Context: an optimization exercise on an open-source flow, tuned for small area. The choices shown serve that exercise and are no tape-out recipe. The RTL was checked by simulation tests, not by an equivalence proof against the original design. Power and IR drop assume default switching activity.

==> flow/design.v, too long to show whole: its modules and the start of the top module <==
// module pcie_app_7x: 247 lines
// module axi_trn_top: 97 lines
// module axi_trn_rx: 100 lines
// module axi_trn_tx: 85 lines
// module BMD: 214 lines
// module BMD_EP: 455 lines
// module BMD_128_RX_ENGINE: 316 lines
// module BMD_128_TX_ENGINE: 301 lines
// module BMD_EP_MEM_ACCESS: 293 lines
// module BMD_EP_MEM: 302 lines
// module BMD_TO_CTRL: 37 lines
// module BMD_CFG_CTRL: 89 lines
// module BMD_INTR_CTRL: 207 lines
// module BMD_RD_THROTTLE: 121 lines
// module BMD_GEN2: 137 lines
module  pcie_app_7x#(
   parameter C_DATA_WIDTH = 128,             
   parameter KEEP_WIDTH = C_DATA_WIDTH / 8  ,              
   parameter REM_WIDTH  = (C_DATA_WIDTH == 128) ? 2 : 1  
)(
  input                         user_clk,
  input                         user_reset,
  input                         user_lnk_up, 
  input  [5:0]                  tx_buf_av,
  input                         tx_cfg_req,
  input                         tx_err_drop,
  output                        tx_cfg_gnt,
  input                         s_axis_tx_tready,
  output  [C_DATA_WIDTH-1:0]    s_axis_tx_tdata,
  output  [KEEP_WIDTH-1:0]      s_axis_tx_tkeep,
  output  [3:0]                 s_axis_tx_tuser,
  output                        s_axis_tx_tlast,
  output                        s_axis_tx_tvalid, 
  output                        rx_np_ok,
  output                        rx_np_req,
  input  [C_DATA_WIDTH-1:0]     m_axis_rx_tdata,
  input  [KEEP_WIDTH-1:0]       m_axis_rx_tkeep,
  input                         m_axis_rx_tlast,
  input                         m_axis_rx_tvalid,
  output                        m_axis_rx_tready,
  input    [21:0]               m_axis_rx_tuser,
  input  [11:0]                 fc_cpld,
  input  [7:0]                  fc_cplh,
  input  [11:0]                 fc_npd,
  input  [7:0]                  fc_nph,
  input  [11:0]                 fc_pd,
  input  [7:0]                  fc_ph,
  output [2:0]                  fc_sel,  
  input  [31:0]                 cfg_do,
  // ...
==> flow/flow/run.sh <==
#!/bin/bash
set -euo pipefail
export BUFFER_PORTS_ARGS="-buffer_cell sky130_fd_sc_hd__buf_1"
export CTS_ARGS="-sink_clustering_enable -repair_clock_nets -dont_use_dummy_load -buf_list {sky130_fd_sc_hd__clkbuf_4 sky130_fd_sc_hd__clkbuf_8}"
bash standard.sh > standard_flow.log 2>&1
==> flow/standard.sh <==
#!/bin/bash
# synth_recipe.tcl (not shown) runs the flow's synth.tcl, then flattens the netlist and writes it again
# the make line also repeats each setting of config.mk as NAME=value (left out here)
make -C /OpenROAD-flow-scripts/flow DESIGN_CONFIG=/design/flow/config.mk WORK_HOME=/design/flow/orfs CLKGATE_MAP_FILE= SYNTH_SCRIPT=/design/flow/synth_recipe.tcl "${@:-finish}"
==> flow/config.mk <==
export PLATFORM = sky130hd
export DESIGN_NAME = pcie_app_7x
export DESIGN_NICKNAME = pcie_app_7x
export VERILOG_FILES = /design/flow/design.v
export SDC_FILE = /design/flow/constraint.sdc
export NUM_CORES = 4
export LEC_CHECK = 0
export CAP_MARGIN = 20
export CORE_MARGIN = 2
export CORE_UTILIZATION = 50
export SLEW_MARGIN = 20
==> flow/constraint.sdc <==
create_clock -name core_clock -period 10.0 [get_ports {user_clk}]
set_input_delay 2.0000 -clock core_clock [delete_from_list [all_inputs] [get_ports {user_clk}]]
set_output_delay 2.0000 -clock core_clock [all_outputs]
set_load 0.01 [all_outputs]
==> run summary, run 1 <==
Ant. Diodes: 22
clk_skew: 0.1376 ns
crit-path cells: buf_1 > and4b_1 > nand2_1 > nor2_1 > buf_4 > nand2_1 > a21oi_1 > ha_1 > fa_1 > a21o_1 > nand4_1 > and3_1 > or3_1 > a21o_1 > nor2_1 > ha_1 > ha_1 > nand3_1 > o31a_1 > o31ai_1 > a21oi_1 > a21oi_1
largest family of logic cells by synthesized area: simple AND/OR/NAND/NOR gates
multi-input gate share of total cell area: 0.5118
mapped cell area: 61030 sq um
Die ar.: 124900 sq um
WP depth: 22
Clk Tree Root Cell: clkbuf_8
Relative slew margins: 0.1269
final hold slack: 0.4418 ns
Seq cells: 1051
CP Max Fanout: 20
Yosys top cell area share: 0.2572
Hold EP: BMD.BMD_EP.BMD_GEN2_I.poll_cntr_7_0[0]
Startpoint Class: input pin
initial core utilization: 0.5027
Well Taps: 1625
adder-cell share of the synthesized area: 0.07135
actual slew at the worst max-slew pin: 1.277 ns
metal2 WL: 118.1 mm
worst setup path endpoint: BMD.BMD_EP.EP_TX.trn_td[30]
clock buffers: 181
worst skew pair latency: 0.97 ns
multi-input combinational cell area: 33630 sq um
post-route cell area: 65700 sq um
number of synthesized register bits: 1051
number of global-route vias before repair: 53270
combinational fraction of design power: 0.044
run status: no timing/DRC/antenna violations
critical path class: in2reg
DP Cell Count: 8822
Max-Cap Viols: 0
Avg Cell Area, Syn: 8.484 sq um
==> run 2, diff against run 1 <==
==> flow/flow/run.sh (replaced) <==
#!/bin/bash
# The standard layout (standard.sh) with these changes:
#  - synthesis: synth_recipe.tcl unchanged, but ABC maps with an area script
#    (flow/abc_area.script) instead of ORFS's delay script;
#  - input/output port buffers use the smallest buffer (buf_1); the resizer
#    still upsizes any that need it;
#  - clock tree synthesis without dummy loads, with larger sink clusters
#    driven by clkbuf_8;
#  - constant outputs keep the tie cells of synthesis (no per-load tie copies).
# Each step's full output goes to a log file in this folder; ORFS also keeps
# its per-step logs under orfs/logs.
set -euo pipefail
here=$(pwd)
export AREA_ABC_SCRIPT="$here/flow/abc_area.script"
export FLOW_SYNTH_TCL="$here/synth_recipe.tcl"
export BUFFER_PORTS_ARGS="-buffer_cell sky130_fd_sc_hd__buf_1"
export SKIP_REPAIR_TIE_FANOUT=1
export CTS_ARGS="-sink_clustering_enable -sink_clustering_size 14 -sink_clustering_max_diameter 60 -sink_clustering_buffer sky130_fd_sc_hd__clkbuf_8 -repair_clock_nets -dont_use_dummy_load -buf_list {sky130_fd_sc_hd__clkbuf_4 sky130_fd_sc_hd__clkbuf_8}"
# standard.sh with only the synthesis script swapped
sed "s#'\?SYNTH_SCRIPT=[^ ]*#SYNTH_SCRIPT=$here/flow/synth_area.tcl#" standard.sh > area_standard.sh
grep -q "SYNTH_SCRIPT=$here/flow/synth_area.tcl" area_standard.sh
bash area_standard.sh synth > synth_step.log 2>&1
bash area_standard.sh > layout_steps.log 2>&1
==> flow/flow/abc_area.script (new file) <==
strash
dc2
dch -f
map -a
mfs2
strash
dc2
dch -f
map -a
mfs2
strash
dch -f
map -a
topo
dnsize
==> flow/flow/synth_area.tcl (new file) <==
proc abc {args} {
  set i [lsearch -exact $args -script]
  if {$i >= 0} {
    lset args [expr {$i + 1}] $::env(AREA_ABC_SCRIPT)
  }
  yosys abc {*}$args
}
source $::env(FLOW_SYNTH_TCL)
==> run summary, run 2 <==
run status: no timing/DRC/antenna violations (unchanged)
P_leak: 19.44 nW (was 23.63 nW)
first-pass GRT wire length: 372.2 mm (was 409.9 mm)
Top cell by count, worst path: nor2_1
number of synthesized flops with an enable pin: 267 (unchanged)
Nets: 7923 (was 8080)
Avg Cell Area, Syn: 8.199 sq um (was 8.484 sq um)
Net Sw Frac: 0.2523 (was 0.2492)
Startpoint Class: input pin (unchanged)
hold violation count in the final report: 0 (unchanged)
VDD IR max: 0.0001652 V (was 0.0001393 V)
Worst Path Buf+Inv: 11 (was 2)
synth warn: 22 (unchanged)
critical path class: in2reg (unchanged)
Die Width: 337.8 microns (was 353.4 microns)
dpl hpwl: 206.9 mm (was 220.7 mm)
initial core utilization: 0.5040 (was 0.5027)
CP Max Fanout: 25 (was 20)
most common cell in the netlist: clkinv_1 (was nand2_1)
routed vias: 55530 (was 59780)
post-route ant nets: 0 (unchanged)
count of final setup violators: 0 (unchanged)
core area: 110500 sq um (was 121400 sq um)
CTS Sinks: 1051 (unchanged)
clk_skew: 0.1364 ns (was 0.1376 ns)
DR DRC count: 0 (unchanged)
Critical Path RT: 10.55 ns (was 10.77 ns)
cts hold-fix bufs: 0 (unchanged)
number of synthesized register bits: 1051 (unchanged)
Post-Route WL: 270.7 mm (was 298.6 mm)
max FFs per register: 128 (unchanged)
Peak Freq: 124.6 MHz (was 129.0 MHz)
Netlist cell types: 49 (was 98)
post-route cell area: 60310 sq um (was 65700 sq um)
pin count of the biggest net entering global routing: 172 (was 221)
Slowest Stage Delay on Critical Path: 0.51 ns (was 0.77 ns)
Post-synth top cells: 959 x clkinv_1, 835 x nor2_1, 808 x nand2_1 (was 1116 x nand2_1, 784 x dfxtp_1, 611 x a21oi_1)
placement row count: 122 (was 128)
1st-pass router iterations: 7 (was 11)
drt wl/cell: 31.06 microns (was 33.08 microns)
NetSw: 1.817 mW (was 1.994 mW)
delay-heaviest family, CP: simple AND/OR/NAND/NOR gates (unchanged)
top cells by area, synth: dfxtp_1 28%, edfxtp_1 14%, clkinv_1 6.5%, o21ai_0 5.7%, nor2_1 5.6% (was dfxtp_1 26%, edfxtp_1 13%, nand2_1 6.9%, a21oi_1 5.0%, fa_1 4.8%)
Detailed Route Iter0 Violations: 8667 (was 9711)
Clk Tree Root Cell: clkbuf_8 (unchanged)
DP Cell Count: 8599 (was 8822)
CTS tree: done (unchanged)
commonest cells after routing, fill and taps aside: 954 x clkinv_1, 807 x nand2_1, 805 x nor2_1, 784 x dfxtp_1, 618 x o21ai_0 (was 1111 x nand2_1, 783 x dfxtp_1, 609 x a21oi_1, 539 x nor2_1, 365 x buf_1)
asr flop ratio synth: 0 (unchanged)
GRT Overall Usage: 0.4631 (was 0.4614)
internal power: 5.383 mW (was 6.010 mW)
max-slew violations: 0 (unchanged)
HP Class: reg2reg (unchanged)
unrepaired setup endpoints after global routing: no (unchanged)
total power: 7.199 mW (was 8.005 mW)
Placed Area: 58790 sq um (was 63140 sq um)
Die ar.: 114100 sq um (was 124900 sq um)
Yosys top cell area share: 0.2818 (was 0.2572)
via/cell ratio: 6.372 (was 6.624)
clock share of power: 0.345 (was 0.411)
I/O pin count: 784 (unchanged)
actual slew at the worst max-slew pin: 1.294 ns (was 1.277 ns)
port bufs: 366 (unchanged)
power density cells: 119.4 nW/um^2 (was 121.8 nW/um^2)
Final Non-Filler Cells: 8715 (was 9025)
post-synth top area cell: dfxtp_1 (unchanged)
mapped cell area: 55700 sq um (was 61030 sq um)
Crit-path slowest cell: a2111oi_1 (was o31ai_1)
CTS clock-pin slew for the worst setup and hold paths: 0.09 ns (was 0.06 ns)
Post-CTS Setup Bufs: 0 (unchanged)
Seq/Total Area, Yosys: 0.4257 (was 0.3886)
post-route core utilization: 0.5457 (was 0.5412)
initial antenna violation count: 24 (was 33)
most common cell after layout, fill and taps aside: clkinv_1 (was nand2_1)
# H-tree levels: 3 (was 4)
area grow syn2layout: 8.270% (was 7.660%)
CP arrival: 8.58 ns (was 8.52 ns)
fin crit share: 0.8025 (was 0.7752)
min cycle time layout: 8.025 ns (was 7.752 ns)
share of cells above drive strength 1: 0.04847 (was 0.07278)
combinational fraction of design power: 0.049 (was 0.044)
CTS Buf Count: 109 (was 181)
Main synth FF type: dfxtp_1 (unchanged)
Max-Cap Viols: 0 (unchanged)
Resize count post-CTS: 0 (unchanged)
worst skew pair latency: 0.88 ns (was 0.97 ns)
fillers: 10780 (was 11490)
Syn Inst Count: 6794 (was 7193)
clk buf depth: 3 (unchanged)
die height: 337.8 microns (was 353.4 microns)
CP Capture Type: register (unchanged)
grt total ovfl: 0 (unchanged)
largest register by flop count: BMD.BMD_EP.EP_TX.trn_td (unchanged)
Flop pwr share: 0.606 (was 0.544)
number of global-route vias before repair: 50100 (was 53270)
GPL Wtd Cong: 1.037 (was 1.053)
Relative slew margins: 0.1283 (was 0.1269)
==> run 2: cell count changes after synthesis, moves of 78 or more <==
cell      previous run  this run
nor2_1             558       835
clkinv_1             1       959
nand2_1           1116       808
xnor2_1            190        50
mux2_2             110        32
o21ai_0            211       635
clkbuf_1           444         0
mux2i_1             81         2
inv_1              317         0
o22ai_1             61       155
and3_1             138         5
and2_1              98         5
nand3_1            222       114
==> run 2: path summary, 6_finish.rpt <==
path	slack, ns	cells past startpoint	endpoint	startpoint
min reg2reg	0.38	2	BMD.BMD_EP.EP_MEM.EP_MEM.cpld_done	BMD.BMD_EP.EP_MEM.EP_MEM.cpld_eq_q
min	0.38	2	BMD.BMD_EP.EP_MEM.EP_MEM.cpld_done	BMD.BMD_EP.EP_MEM.EP_MEM.cpld_eq_q
max	1.97	44	BMD.BMD_EP.EP_TX.trn_td[28]	cfg_command[2]
max reg2reg	2.27	29	BMD.BMD_EP.EP_MEM.EP_MEM.cpld_eq_q	BMD.BMD_EP.EP_MEM.EP_MEM.mrd_len_r[4]
==> run 2: worst min-delay path, delay by kind of cell, from the launching register on <==
family | cells | cell delay [ns]
DFF | 1 | 0.29
buffers and inverters | 1 | 0.12
and+or+nand+nor | 1 | 0.06
==> run 2: cell families after synthesis <==
kind of cell | after synthesis | share of synthesized area
and+or+nand+nor | 2140 | 0.1601
AOI/OAI and AO/OA | 1980 | 0.2111
buffers and inverters | 1155 | 0.09104
DFF | 1051 | 0.4257
adders and majority gates | 261 | 0.07817
xor gates and xnor gates | 171 | 0.02689
muxes | 34 | 0.006828
other | 2 | 0.0001348
==> run 2: area by class of cell <==
class,instances,area [sq um],area share
inverter,959,3630,0.06018
antenna,6,15.01,0.0002490
tap,1488,1862,0.03087
sequential,1051,23710,0.3932
timing repair buffer,514,2496,0.04139
multi-input combinational,4588,27090,0.4493
clock buffer,109,1500,0.02487
==> run 2: power by group through the flow <==
| stage | sequential (mW) | combinational (mW) | clock (mW) |
|---|---|---|---|
| final | 4.36 | 0.353 | 2.49 |
| after global routing | 4.36 | 0.368 | 2.62 |
| after CTS | 4.36 | 0.338 | 2.46 |
| after detailed placement | 4.46 | 0.337 | 0 |
| after global placement | 4.46 | 0.337 | 0 |
| after floorplan | 4.45 | 0.218 | 0 |
==> run 2: per-layer routing <==
layer | wire length [microns] | vias up | global-route usage
met5 | 68 | - | 0
met4 | 24430 | 10 | 0.3525
met3 | 35340 | 864 | 0.1259
met2 | 109500 | 4155 | 0.6573
met1 | 101400 | 26170 | 0.5989
li1 | - | 24340 | -
==> run 2: metrics by stage <==
step / hold slack [ns] / setup WS (ns) / setup TNS, ns
floorplan: 0.3884 / -3.059 / -401.02
global placement: 0.4331 / 1.309 / 0
detailed placement: 0.4447 / 1.295 / 0
CTS: 0.4122 / 2.162 / 0
global route: 0.4123 / 1.227 / 0
finish: 0.3799 / 1.975 / 0
==> module BMD_128_RX_ENGINE, before the edit <==
module BMD_128_RX_ENGINE (
    input              clk,
    input              rst_n,
    input              init_rst_i,
    input [127:0]      trn_rd,
    input [1:0]        trn_rrem_n,
    input              trn_rsof_n,
    input              trn_reof_n,
    input              trn_rsrc_rdy_n,
    input              trn_rsrc_dsc_n,
    output reg         trn_rdst_rdy_n,
    input [6:0]        trn_rbar_hit_n,
    output reg         req_compl_o,
    input              compl_done_i,
    output reg [10:0]  addr_o,
    output reg [2:0]   req_tc_o,
    output reg         req_td_o,
    output reg         req_ep_o,
    output reg [1:0]   req_attr_o,
    output reg [9:0]   req_len_o,
    output reg [15:0]  req_rid_o,
    output reg [7:0]   req_tag_o,
    output reg [7:0]   req_be_o,
    output reg [7:0]   wr_be_o,
    output reg [31:0]  wr_data_o,
    output reg         wr_en_o,
    input              wr_busy_i,
    output reg [7:0]   cpl_ur_found_o,
    output reg [7:0]   cpl_ur_tag_o,
    input  [31:0]      cpld_data_i,
    output reg [31:0]  cpld_found_o,
    output reg [31:0]  cpld_data_size_o,
    output reg         cpld_malformed_o,
    output reg         cpld_data_err_o
);
    localparam [2:0] S_RST        = 3'd0,
                     S_RD_STRAD   = 3'd1,
                     S_RD_WT      = 3'd2,
                     S_WR_STRAD   = 3'd3,
                     S_WR_WT      = 3'd4,
                     S_CPL_STRAD  = 3'd5,
                     S_CPLD_STRAD = 3'd6,
                     S_CPLD_QWN   = 3'd7;
    localparam [6:0] FT_MRD  = 7'b0000000,
                     FT_MWR  = 7'b1000000,
                     FT_CPL  = 7'b0001010,
                     FT_CPLD = 7'b1001010;
    reg [2:0]  state;
    reg [2:0]  strad_state;
    reg        prev_strad;           
    reg [6:0]  cpld_real_size;
    reg [6:0]  cpld_tlp_size;
    reg [11:0] cpld_tlp_bytecount;
    reg        mism_q;               
    wire [31:0] pat = {cpld_data_i[7:0], cpld_data_i[15:8], cpld_data_i[23:16], cpld_data_i[31:24]};
    wire [3:0]  eq  = {trn_rd[127:96] == pat, trn_rd[95:64] == pat,
                       trn_rd[63:32] == pat, trn_rd[31:0] == pat};
    wire v   = !trn_rsrc_rdy_n && !trn_rdst_rdy_n;
    wire sof = !trn_rsof_n;
    wire eof = !trn_reof_n;
    wire [1:0] rr = trn_rrem_n;
    wire [6:0] ft_lo   = trn_rd[62:56];
    wire       len1_lo = trn_rd[41:32] == 10'd1;
    wire       bc1_lo  = trn_rd[11:0] == 12'd1;
    wire       h_mrd   = ft_lo == FT_MRD && len1_lo;
    wire       h_mwr   = ft_lo == FT_MWR && len1_lo;
    wire       h_cpl   = ft_lo == FT_CPL && trn_rd[15:12] != 4'd0;
    wire       h_cpld  = ft_lo == FT_CPLD;
    wire [2:0] h_tgt   = h_mrd ? S_RD_STRAD : h_mwr ? S_WR_STRAD : h_cpl ? S_CPL_STRAD :
                         h_cpld ? S_CPLD_STRAD : S_RST;
    wire [6:0] ft_hi   = trn_rd[126:120];
    wire       len1_hi = trn_rd[105:96] == 10'd1;
    wire       bc1_hi  = trn_rd[75:64] == 12'd1;
    reg [2:0] n_state;  reg st_ld;           
    reg [2:0] n_strad;  reg strad_ld;
    reg       n_prev;   reg prev_ld;
    reg       n_wr_en, n_req_compl, n_rdst;
    reg       h_en;                           
    reg       h_alt;                          
    reg       h_to_strad;                     
    reg       ld_req_hi;
    reg       ld_addr_lo, ld_addr_hi;
    reg       ld_wr_hi;                       
    reg       ld_wd_hi;                       
    reg       ur_inc_hi, ld_urtag_lo, ld_urtag_hi;
    reg       cpld_hi;                        
    reg       real_add; reg [2:0] real_k; reg real_chk;
    always @(*) begin
      n_state = state; st_ld = 1'b1;
      n_strad = strad_state; strad_ld = 1'b0;
      n_prev = prev_strad; prev_ld = 1'b0;
      n_wr_en = 1'b0; n_req_compl = 1'b0; n_rdst = 1'b0;
      h_en = 1'b0; h_alt = 1'b0; h_to_strad = 1'b0;
      ld_req_hi = 1'b0; ld_addr_lo = 1'b0; ld_addr_hi = 1'b0;
      ld_wr_hi = 1'b0; ld_wd_hi = 1'b0;
      ur_inc_hi = 1'b0; ld_urtag_lo = 1'b0; ld_urtag_hi = 1'b0;
      cpld_hi = 1'b0;
      real_add = 1'b0; real_k = 3'd0; real_chk = 1'b0;
      case (state)
        S_RST: begin
          n_state = S_RST;
          if (v && sof && rr[1]) begin
            h_en = 1'b1;
          end else if (v && sof && !eof && rr == 2'b00) begin
            if (ft_hi == FT_CPLD) begin
              cpld_hi = 1'b1;
              n_state = S_CPLD_QWN;
            end
          end else if (v && sof && eof && rr == 2'b00) begin
            if (ft_hi == FT_MWR && len1_hi) begin
              ld_wr_hi = 1'b1; ld_addr_lo = 1'b1;
              n_wr_en = 1'b1; n_rdst = 1'b1;
              n_state = S_WR_WT; n_prev = 1'b0; prev_ld = 1'b1;
            end else if (ft_hi == FT_CPLD) begin
              cpld_hi = 1'b1;
            end
          end else if (v && sof && eof && rr == 2'b01) begin
            if (ft_hi == FT_MRD && len1_hi) begin
              ld_req_hi = 1'b1; ld_addr_lo = 1'b1;
              n_req_compl = 1'b1; n_rdst = 1'b1;
              n_state = S_RD_WT; n_prev = 1'b0; prev_ld = 1'b1;
            end else if (ft_hi == FT_CPL && trn_rd[79:76] != 4'd0) begin
              ur_inc_hi = 1'b1; ld_urtag_lo = 1'b1;
            end
          end
        end
        S_RD_STRAD: begin
          n_prev = 1'b1; prev_ld = 1'b1;
          if (eof && v) begin
            ld_addr_hi = 1'b1; n_req_compl = 1'b1; n_rdst = 1'b1;
            n_state = S_RD_WT; strad_ld = 1'b1;
            if (sof) h_en = 1'b1; else n_strad = S_RST;
            h_to_strad = 1'b1;
          end
        end
        S_RD_WT: begin
          n_rdst = 1'b1;
          if (compl_done_i) n_state = prev_strad ? strad_state : S_RST;
          else n_req_compl = 1'b1;
        end
        S_WR_STRAD: begin
          n_prev = 1'b1; prev_ld = 1'b1;
          if ((eof && v && sof) || (v && !sof)) begin
            ld_addr_hi = 1'b1; ld_wd_hi = 1'b1; n_wr_en = 1'b1; n_rdst = 1'b1;
            n_state = S_WR_WT; strad_ld = 1'b1;
            if (sof) h_en = 1'b1; else n_strad = S_RST;
            h_to_strad = 1'b1;
          end
        end
        S_WR_WT: begin
          n_rdst = 1'b1;
          if (prev_strad || !wr_busy_i) n_state = S_RST;
        end
        S_CPL_STRAD: begin
          if (eof && v) begin
            ld_urtag_hi = 1'b1;
            if (sof) begin h_en = 1'b1; h_alt = 1'b1; end
            else n_state = S_RST;
          end
        end
        S_CPLD_STRAD: begin
          if (eof && !sof && v) begin
            n_state = S_RST;
            if (cpld_tlp_bytecount != 12'd1 && rr != 2'b00) begin
              real_add = 1'b1; real_chk = 1'b1;
              real_k = (rr == 2'b10) ? 3'd1 : (rr == 2'b01) ? 3'd2 : 3'd3;
            end
          end else if (v && sof && eof) begin
            h_en = 1'b1;
            real_add = 1'b1; real_k = 3'd1; real_chk = 1'b1;
          end else if (v && !eof && !sof) begin
            real_add = 1'b1; real_k = 3'd3;
            n_state = S_CPLD_QWN;
          end
        end
        S_CPLD_QWN: begin
          if (eof && v && sof) begin
            if (rr == 2'b11) begin
              h_en = 1'b1; real_add = 1'b1; real_k = 3'd1; real_chk = 1'b1;
            end else if (rr == 2'b10) begin
              h_en = 1'b1; real_add = 1'b1; real_k = 3'd2; real_chk = 1'b1;
            end else
              st_ld = 1'b0;
          end else if (eof && v && !sof) begin
            n_state = S_RST;
            if (rr != 2'b00) begin
              real_add = 1'b1; real_chk = 1'b1;
              real_k = (rr == 2'b10) ? 3'd2 : (rr == 2'b11) ? 3'd1 : 3'd3;
            end
          end else if (!eof && v && !sof) begin
            real_add = 1'b1; real_k = 3'd4;
          end
        end
      endcase
      if (h_en) begin
        if (h_to_strad) n_strad = h_tgt;
        else            n_state = h_tgt;
      end
    end
    wire h_req    = h_en && h_mrd;
    wire h_wbe    = h_en && h_mwr;
    wire h_ur     = h_en && h_cpl;
    wire h_cpldhd = h_en && h_cpld;
    wire h_nz     = h_alt ? (trn_rd != 128'd1) : !bc1_lo;
    wire h_acc    = h_cpldhd && h_nz;
    wire hi_acc   = cpld_hi && !bc1_hi;
    wire        acc      = h_acc || hi_acc;
    wire [9:0]  acc_len  = cpld_hi ? trn_rd[105:96] : trn_rd[41:32];
    wire [6:0]  real_sum = cpld_real_size + {4'd0, real_k};
    always @(posedge clk) begin
      if (!rst_n) begin
        state            <= S_RST;
        strad_state      <= S_RST;
        prev_strad       <= 1'b0;
        trn_rdst_rdy_n   <= 1'b0;
        req_compl_o      <= 1'b0;
        wr_en_o          <= 1'b0;
        addr_o           <= 11'b0;
        req_len_o        <= 10'b0;
        cpl_ur_found_o   <= 8'b0;
        cpl_ur_tag_o     <= 8'b0;
        cpld_found_o     <= 32'b0;
        cpld_data_size_o <= 32'b0;
        cpld_malformed_o <= 1'b0;
        cpld_real_size   <= 7'b0;
        cpld_tlp_size    <= 7'b0;
        cpld_tlp_bytecount <= 12'b0;
        mism_q           <= 1'b0;
      end else begin
        trn_rdst_rdy_n <= n_rdst;
        req_compl_o    <= n_req_compl;
        wr_en_o        <= n_wr_en;
        if (st_ld)         state <= n_state;
        else if (init_rst_i) state <= S_RST;
        if (strad_ld)        strad_state <= n_strad;
        else if (init_rst_i) strad_state <= S_RST;
        if (prev_ld)         prev_strad <= n_prev;
        else if (init_rst_i) prev_strad <= 1'b0;
        if (ld_addr_lo)      addr_o <= trn_rd[44:34];
        else if (ld_addr_hi) addr_o <= trn_rd[108:98];
        if (h_req || ld_req_hi) req_len_o <= 10'd1;
        if (h_ur || ur_inc_hi)  cpl_ur_found_o <= cpl_ur_found_o + 1'b1;
        else if (init_rst_i)    cpl_ur_found_o <= 8'b0;
        if (ld_urtag_lo)        cpl_ur_tag_o <= trn_rd[47:40];
        else if (ld_urtag_hi)   cpl_ur_tag_o <= trn_rd[111:104];
        else if (init_rst_i)    cpl_ur_tag_o <= 8'b0;
        if (acc) begin
          cpld_found_o     <= cpld_found_o + 1'b1;
          cpld_data_size_o <= cpld_data_size_o + acc_len;
        end else if (init_rst_i) begin
          cpld_found_o     <= 32'b0;
          cpld_data_size_o <= 32'b0;
        end
        if (cpld_hi) begin
          cpld_tlp_size      <= trn_rd[102:96];
          cpld_tlp_bytecount <= trn_rd[75:64];
        end else if (h_cpldhd) begin
          cpld_tlp_size      <= trn_rd[38:32];
          cpld_tlp_bytecount <= trn_rd[11:0];
        end else if (init_rst_i) begin
          cpld_tlp_size      <= 7'b0;
          cpld_tlp_bytecount <= 12'b0;
        end
        if (real_add)                    cpld_real_size <= real_sum;
        else if (hi_acc)                 cpld_real_size <= 7'd1;
        else if (h_acc || (h_cpldhd && h_alt)) cpld_real_size <= 7'd0;
        else if (init_rst_i)             cpld_real_size <= 7'b0;
        if (real_chk && cpld_tlp_size != real_sum) cpld_malformed_o <= 1'b1;
        else if (init_rst_i)                       cpld_malformed_o <= 1'b0;
        mism_q <= !trn_rsrc_rdy_n && (
          (state == S_CPLD_STRAD && (
             ( trn_rsof_n && !trn_reof_n && rr == 2'b00 && !(&eq[2:0])) ||
             ( trn_rsof_n && !trn_reof_n && rr == 2'b01 && !(&eq[2:1])) ||
             ( trn_rsof_n && !trn_reof_n && rr == 2'b10 && !eq[2]) ||
             ( trn_rsof_n &&  trn_reof_n && rr == 2'b00 && !(&eq[2:0])) ||
             ( trn_rsof_n && !trn_reof_n && rr == 2'b11))) ||
          (state == S_CPLD_QWN && (
             ( trn_rsof_n &&  trn_reof_n && rr == 2'b00 && !(&eq)) ||
             ( trn_rsof_n && !trn_reof_n && rr == 2'b00 && !(&eq)) ||
             ( trn_rsof_n && !trn_reof_n && rr == 2'b01 && !(&eq[3:1])) ||
             (               !trn_reof_n && rr == 2'b10 && !(&eq[3:2])) ||
             (               !trn_reof_n && rr == 2'b11 && !eq[3]))));
      end
    end
    always @(posedge clk) begin
      if (ld_req_hi) begin
        req_tc_o   <= trn_rd[118:116];
        req_td_o   <= trn_rd[111];
        req_ep_o   <= trn_rd[110];
        req_attr_o <= trn_rd[109:108];
        req_rid_o  <= trn_rd[95:80];
        req_tag_o  <= trn_rd[79:72];
        req_be_o   <= trn_rd[71:64];
      end else if (h_req) begin
        req_tc_o   <= trn_rd[54:52];
        req_td_o   <= trn_rd[47];
        req_ep_o   <= trn_rd[46];
        req_attr_o <= trn_rd[45:44];
        req_rid_o  <= trn_rd[31:16];
        req_tag_o  <= trn_rd[15:8];
        req_be_o   <= trn_rd[7:0];
      end
      if (ld_wr_hi)   wr_be_o <= trn_rd[71:64];
      else if (h_wbe) wr_be_o <= trn_rd[7:0];
      if (ld_wr_hi)   wr_data_o <= trn_rd[31:0];
      else if (ld_wd_hi) wr_data_o <= trn_rd[95:64];
    end
    always @(posedge clk) begin
      if (!rst_n)
        cpld_data_err_o <= 1'b0;
      else if (cpld_found_o == 32'b0 || init_rst_i)
        cpld_data_err_o <= 1'b0;
      else if (mism_q && cpld_tlp_bytecount != 12'h1)
        cpld_data_err_o <= 1'b1;
    end
endmodule
==> run 3, diff against run 2 <==
--- a/flow/design.v
+++ b/flow/design.v
@@ -1256,5 +1256,5 @@
     reg [6:0]  cpld_real_size;
     reg [6:0]  cpld_tlp_size;
-    reg [11:0] cpld_tlp_bytecount;
+    reg        cpld_bc1;             
     reg        mism_q;               
     wire [31:0] pat = {cpld_data_i[7:0], cpld_data_i[15:8], cpld_data_i[23:16], cpld_data_i[31:24]};
@@ -1367,5 +1367,5 @@
           if (eof && !sof && v) begin
             n_state = S_RST;
-            if (cpld_tlp_bytecount != 12'd1 && rr != 2'b00) begin
+            if (!cpld_bc1 && rr != 2'b00) begin
               real_add = 1'b1; real_chk = 1'b1;
               real_k = (rr == 2'b10) ? 3'd1 : (rr == 2'b01) ? 3'd2 : 3'd3;
@@ -1430,5 +1430,5 @@
         cpld_real_size   <= 7'b0;
         cpld_tlp_size    <= 7'b0;
-        cpld_tlp_bytecount <= 12'b0;
+        cpld_bc1         <= 1'b0;
         mism_q           <= 1'b0;
       end else begin
@@ -1459,11 +1459,11 @@
         if (cpld_hi) begin
           cpld_tlp_size      <= trn_rd[102:96];
-          cpld_tlp_bytecount <= trn_rd[75:64];
+          cpld_bc1           <= bc1_hi;
         end else if (h_cpldhd) begin
           cpld_tlp_size      <= trn_rd[38:32];
-          cpld_tlp_bytecount <= trn_rd[11:0];
+          cpld_bc1           <= bc1_lo;
         end else if (init_rst_i) begin
           cpld_tlp_size      <= 7'b0;
-          cpld_tlp_bytecount <= 12'b0;
+          cpld_bc1           <= 1'b0;
         end
         if (real_add)                    cpld_real_size <= real_sum;
@@ -1516,5 +1516,5 @@
       else if (cpld_found_o == 32'b0 || init_rst_i)
         cpld_data_err_o <= 1'b0;
-      else if (mism_q && cpld_tlp_bytecount != 12'h1)
+      else if (mism_q && !cpld_bc1)
         cpld_data_err_o <= 1'b1;
     end
==> run summary, run 3 <==
VDD IR max: 0.0001334 V (was 0.0001652 V)
first-pass GRT wire length: 370.4 mm (was 372.2 mm)
multi-input combinational cell area: 26740 sq um (was 27090 sq um)
Detailed Route Iter0 Violations: 8165 (was 8667)
max-slew violations: 0 (unchanged)
HP Class: reg2reg (unchanged)
hold violation count in the final report: 0 (unchanged)
Clk Tree Root Cell: clkbuf_8 (unchanged)
Startpoint Class: register (was input pin)
Slowest Stage Delay on Critical Path: 0.49 ns (was 0.51 ns)
count of final setup violators: 0 (unchanged)
register area: 23490 sq um (was 23710 sq um)
pin count of the biggest net entering global routing: 172 (unchanged)
Placed Area: 58210 sq um (was 58790 sq um)
DR DRC count: 0 (unchanged)
CP Capture Type: register (unchanged)
GPL Wtd Cong: 1.066 (was 1.037)
# H-tree levels: 3 (unchanged)
dpl hpwl: 207.5 mm (was 206.9 mm)
grt total ovfl: 0 (unchanged)
Avg Cell Area, Syn: 8.209 sq um (was 8.199 sq um)
most common cell after layout, fill and taps aside: clkinv_1 (unchanged)
port bufs: 366 (unchanged)
min cycle time layout: 8.582 ns (was 8.025 ns)
largest family of logic cells by synthesized area: compound AO/OA/AOI/OAI gates (unchanged)
Setup TNS Final: 0 ns (unchanged)
1st-pass router iterations: 9 (was 7)
number of global-route vias before repair: 49300 (was 50100)
I/O pin count: 784 (unchanged)
clk_skew: 0.1431 ns (was 0.1364 ns)
critical path class: reg2reg (was in2reg)
CTS Buf Count: 106 (was 109)
Syn Inst Count: 6724 (was 6794)
mapped cell area: 55200 sq um (was 55700 sq um)
post-synthesis compound-gate area fraction: 0.2113 (was 0.2111)
Nets: 7838 (was 7923)
Post-CTS Setup Bufs: 0 (unchanged)
Post-synth top cells: 981 x clkinv_1, 830 x nor2_1, 773 x dfxtp_1 (was 959 x clkinv_1, 835 x nor2_1, 808 x nand2_1)
unrepaired setup endpoints after global routing: no (unchanged)
CP Max Fanout: 33 (was 25)
top cells by area, synth: dfxtp_1 28%, edfxtp_1 15%, clkinv_1 6.7%, o21ai_0 5.7%, nor2_1 5.6% (was dfxtp_1 28%, edfxtp_1 14%, clkinv_1 6.5%, o21ai_0 5.7%, nor2_1 5.6%)
CP arrival: 9.14 ns (was 8.58 ns)
routed vias: 54870 (was 55530)
via/cell ratio: 6.362 (was 6.372)
post-route cell area: 59710 sq um (was 60310 sq um)
post-route core utilization: 0.5470 (was 0.5457)
commonest cells after routing, fill and taps aside: 976 x clkinv_1, 809 x nor2_1, 773 x dfxtp_1, 766 x nand2_1, 622 x o21ai_0 (was 954 x clkinv_1, 807 x nand2_1, 805 x nor2_1, 784 x dfxtp_1, 618 x o21ai_0)
number of synthesized flops with an enable pin: 267 (unchanged)
delay-heaviest family, CP: simple AND/OR/NAND/NOR gates (unchanged)
initial core utilization: 0.5057 (was 0.5040)
CTS clock-pin slew for the worst setup and hold paths: 0.10 ns (was 0.09 ns)
fillers: 10550 (was 10780)
Peak Freq: 116.5 MHz (was 124.6 MHz)
asr flop ratio synth: 0 (unchanged)
Synth Area in XOR/XNOR: 0.02444 (was 0.02689)
adder-cell share of the synthesized area: 0.07866 (was 0.07817)
post-route ant nets: 0 (unchanged)
placement row count: 121 (was 122)
Worst Path Buf+Inv: 10 (was 11)
Netlist cell types: 51 (was 49)
initial antenna violation count: 22 (was 24)
post-synthesis mux area share: 0.006710 (was 0.006828)
Critical Path RT: 10.56 ns (was 10.55 ns)
synth warn: 22 (unchanged)
Top cell by count, worst path: nor2_1 (unchanged)
GRT Overall Usage: 0.4647 (was 0.4631)
largest register by flop count: BMD.BMD_EP.EP_TX.trn_td (unchanged)
max FFs per register: 128 (unchanged)
worst skew pair latency: 0.85 ns (was 0.88 ns)
Max-Cap Viols: 0 (unchanged)
Yosys top cell area share: 0.2804 (was 0.2818)
clk buf depth: 3 (unchanged)
Post-Synth Simple-Gate Area: 0.1598 (was 0.1601)
core area: 109200 sq um (was 110500 sq um)
P_leak: 19.21 nW (was 19.44 nW)
final hold slack: 0.4088 ns (was 0.3799 ns)
Relative slew margins: 0.1091 (was 0.1283)
Resize count post-CTS: 0 (unchanged)
post-synth top area cell: dfxtp_1 (unchanged)
share of cells above drive strength 1: 0.04708 (was 0.04847)
fin crit share: 0.8582 (was 0.8025)
run status: no timing/DRC/antenna violations (unchanged)
Die Width: 336.3 microns (was 337.8 microns)
cts hold-fix bufs: 0 (unchanged)
number of synthesized register bits: 1040 (was 1051)
drt wl/cell: 31.15 microns (was 31.06 microns)
CTS tree: done (unchanged)
Die ar.: 113100 sq um (was 114100 sq um)
power density cells: 119.0 nW/um^2 (was 119.4 nW/um^2)
die height: 336.3 microns (was 337.8 microns)
CTS Sinks: 1040 (was 1051)
Post-Route WL: 268.6 mm (was 270.7 mm)
Crit-path slowest cell: clkinv_1 (was a2111oi_1)
actual slew at the worst max-slew pin: 1.324 ns (was 1.294 ns)
area grow syn2layout: 8.169% (was 8.270%)
most common cell in the netlist: clkinv_1 (unchanged)
Seq/Total Area, Yosys: 0.4256 (was 0.4257)
Main synth FF type: dfxtp_1 (unchanged)
-- run 3: report_power, final --
group / internal, mW / switching (mW)
registers: 4.30 / 0.00912
clock network: 0.936 / 1.52
logic: 0.0689 / 0.267
total: 5.31 / 1.80
-- run 3: area by class of cell --
type	instances	area share
repair buffers	503	0.04067
clock buffers	106	0.02443
flip-flops and latches	1040	0.3935
inverters	981	0.06220
diodes	11	0.0004610
multi-input cells	4507	0.4478
well taps	1476	0.03093
-- run 3: cell families (layout without fill, tap and decap cells) --
kind of cell	Yosys count	after routing
xor+xnor	154	154
buf+inv	1177	1590
fa+ha+maj	260	260
other cells	2	13
simple gates	2114	2114
compound gates	1944	1944
flops	1040	1040
mux	33	33
-- run 3: metrics by stage --
step                      setup slack [ns]  instances  total power [mW]
after floorplan                     -2.979       6724             4.612
after detailed placement             1.041       8507             4.726
after CTS                            1.770       8613             7.064
final                                1.418       8624             7.105
after global placement               1.103       8507             4.727
after global routing                0.8355       8616             7.236
-- run 3: final timing paths --
path	start	to	slack [ns]	depth (start not counted)
worst max register to register	BMD.BMD_EP.EP_TX.compl_done_o	BMD.BMD_EP.EP_TX.trn_td[29]	1.42	43
worst max-delay path	BMD.BMD_EP.EP_TX.compl_done_o	BMD.BMD_EP.EP_TX.trn_td[29]	1.42	43
worst min register to register	BMD.BMD_EP.EP_MEM.EP_MEM.cpld_eq_q	BMD.BMD_EP.EP_MEM.EP_MEM.cpld_done	0.41	2
worst min-delay path	BMD.BMD_EP.EP_MEM.EP_MEM.cpld_eq_q	BMD.BMD_EP.EP_MEM.EP_MEM.cpld_done	0.41	2
-- run 3: worst min-delay path: cells and delay by family, from the launching register on --
family,cells,cell delay [ns]
buffers and inverters,1,0.12
AND/OR/NAND/NOR,1,0.07
flip-flops,1,0.30
-- run 3: metal layers --
metal | wire length [microns] | track usage | up-vias
li1 | - | - | 24080
met1 | 101100 | 0.5979 | 26050
met2 | 107200 | 0.6454 | 3889
met3 | 37330 | 0.1610 | 829
met4 | 22860 | 0.3316 | 16
met5 | 122 | 0.01447 | -

re-timing with driven ports:
In the flow no input, the clock included, has a driving cell. The finished layouts below were timed again as built, in two steps.
Step 1, drivers: a clkbuf_16 drives user_clk and a buf_2 each remaining input, both assumed.
Step 2 adds t to the input delays and takes it off the output delays; t is the mean of the earliest and latest rising clock arrival at the registers after step 1. Input paths then give back, and output paths get back, about the clock's delay inside the block.
Three values: ideal ports, drivers, drivers and shift; two values: the first two.
run	t (ns)	setup WS [ns]	hold WS [ns]	cell pins on the clock port's net
run 1	0.971	2.248 / 2.290 / 1.319	0.442 / 0.442 / 0.442	1
run 2	0.871	1.975 / 2.007 / 1.136	0.380 / 0.380 / 0.380	1
run 3	0.873	1.418 / 1.418 / 0.768	0.409 / 0.409 / 0.409	1
After both steps every run listed still meets setup and hold. The setup slack of run 1, which loses most, moves by +0.042 ns with the drivers and by -0.929 ns with both steps.
